This design comes from an exercise in tuning for small area, a short achievable clock period and few clock cycles on the open sky130 flow, not from production work. Function was checked by simulation only, so behaviour that the tests miss may differ from the original. Power is estimated from default activity; no workload was simulated.

## exp/willow
Design CPU, start of the top module:
module CPU(
    input clk,
    input rst,
    output [7:0] mem_addr,
    output [31:0] mem_wdata,
    output mem_we,
    input [31:0] mem_rdata
);
Size in the first run: about 4500 cells after synthesis, ~1300 flip-flops, ~75 I/O pins, about 59000 µm² of cells after synthesis.
==> flow/config.mk <==
export PLATFORM = sky130hd
export DESIGN_NAME = CPU
export DESIGN_NICKNAME = CPU
export VERILOG_FILES = /design/flow/design.v
export SDC_FILE = /design/flow/constraint.sdc
export NUM_CORES = 8
export LEC_CHECK = 0
export CAP_MARGIN = 20
export CORE_MARGIN = 2
export CORE_UTILIZATION = 50
export CTS_BUF_LIST = sky130_fd_sc_hd__clkbuf_8
export CTS_CLUSTER_DIAMETER = 60
export CTS_CLUSTER_SIZE = 16
export SLEW_MARGIN = 20
==> flow/constraint.sdc <==
create_clock -name core_clock -period 12.0 [get_ports {clk}]
set_input_delay 2.4000 -clock core_clock [delete_from_list [all_inputs] [get_ports {clk}]]
set_output_delay 2.4000 -clock core_clock [all_outputs]
set_load 0.01 [all_outputs]
standard.sh (not shown) runs the stock make flow with config.mk's settings and CLKGATE_MAP_FILE= SYNTH_SCRIPT=/design/flow/synth_recipe.tcl, a recipe that flattens the netlist after the stock synthesis.
==> flow/flow/run.sh <==
#!/bin/bash
# Standard ORFS layout, with the timing repair steps aiming for 7.9 ns of
# setup slack at the design's 12 ns clock (the design's constraints are
# unchanged; only how hard the repair works).
set -euo pipefail
bash standard.sh SETUP_SLACK_MARGIN=7.9 finish > standard_finish.log 2>&1
Testbench counts of exp/willow, summed over its fixed seeds: cycles 23,353.
> inputs changed (exp/willow -> exp/juniper)
==> flow/flow/run.sh <==
#!/bin/bash
# Standard ORFS layout, with the timing repair steps aiming for 8 ns of
# setup slack at the design's 12 ns clock (the design's constraints are
# unchanged; only how hard the repair works).
set -euo pipefail
bash standard.sh SETUP_SLACK_MARGIN=8 finish > standard_finish.log 2>&1
diff --git a/flow/config.mk b/flow/config.mk
--- a/flow/config.mk
+++ b/flow/config.mk
@@ -12,2 +11,0 @@
-export CTS_CLUSTER_DIAMETER = 60
-export CTS_CLUSTER_SIZE = 16
The lower post-layout minimum cycle time came out of exp/juniper. Comparing exp/juniper and exp/willow, combined buffer and inverter count along the critical path is higher on exp/juniper. Compare exp/juniper and exp/willow | fraction of final layout cells sized beyond drive strength 1 lower: exp/willow. In the reports for exp/juniper and exp/willow, the larger total stage count of the critical path belongs to exp/juniper. Comparing the two runs side by side, exp/juniper comes out behind exp/willow on total power after layout. Relative to exp/willow, the final cell area reported for exp/juniper is higher.
Edits applied to the flow inputs when going from exp/juniper to exp/cedar:
diff --git a/flow/config.mk b/flow/config.mk
--- a/flow/config.mk
+++ b/flow/config.mk
@@ -10 +10 @@
-export CORE_UTILIZATION = 50
+export CORE_UTILIZATION = 45
@@ -11,0 +12,2 @@
+export CTS_CLUSTER_DIAMETER = 60
+export CTS_CLUSTER_SIZE = 16
==> summary.txt <==
exp/cedar reached the final stage; the timing, design-rule and antenna checks on its layout passed. For the total power, exp/cedar came in 0.75 mW lower than exp/juniper did. Against exp/juniper, exp/cedar comes in about 45% lower on total of clock buffers placed in the layout. On switching part of the total: between exp/cedar and exp/juniper, it ends up lower for exp/juniper. exp/cedar against exp/juniper: reported leakage power dropped 2.9%, sequential share of layout area shows an increase of 0.48 points, detailed-router iteration count before antenna repair lost 1.
Setup changes, exp/cedar to exp/quartz
diff --git a/flow/config.mk b/flow/config.mk
--- a/flow/config.mk
+++ b/flow/config.mk
@@ -10,2 +10,2 @@
-export CORE_UTILIZATION = 45
-export CTS_BUF_LIST = sky130_fd_sc_hd__clkbuf_8
+export CORE_UTILIZATION = 50
+export CTS_BUF_LIST = sky130_fd_sc_hd__clkbuf_8 sky130_fd_sc_hd__clkbuf_16
--- outcome ---
- Cmp exp/quartz and exp/cedar / relative area of non-clock buffer cells in the final design / lower: exp/cedar
- Delta (exp/quartz minus exp/cedar): final cycle utilization of the critical path moved up, detailed-route via count increased about 2.8%, routed wire length went up by about 3.2%, share of power burned in registers lost 2.7 points, sequential share of layout area decreased 1.8 points.
- exp/cedar -> exp/quartz: final setup TNS delta 0, exact match

-- port drivers added, routing unchanged --
Ports are ideal in the flow. The routed layouts listed here were re-timed in OpenROAD.
Step 1 assumes that a clkbuf_16 drives the clock port and a buf_2 every other input.
Step 2, shift: input delay + t, output delay - t, t = (earliest + latest rising clock arrival at the registers) / 2. This alone moves slack from input paths to output paths.
a / b / c = no drivers / after step 1 / after step 2; a / b = the first two.
run	shift t [ns]	setup WS [ns]	hold WS [ns]
exp/willow	0.920	7.714 / 7.734 / 6.814	0.416 / 0.416 / 0.416
exp/juniper	1.038	7.729 / 7.773 / 6.735	0.405 / 0.405 / 0.405
exp/cedar	0.960	7.834 / 7.868 / 6.908	0.424 / 0.424 / 0.424
exp/quartz	0.829	7.681 / 7.708 / 6.879	0.399 / 0.399 / 0.399
After both steps setup and hold are still met in every run listed. For exp/juniper, which loses most, drivers alone change the setup slack by +0.044 ns; drivers and shift together by -0.994 ns.
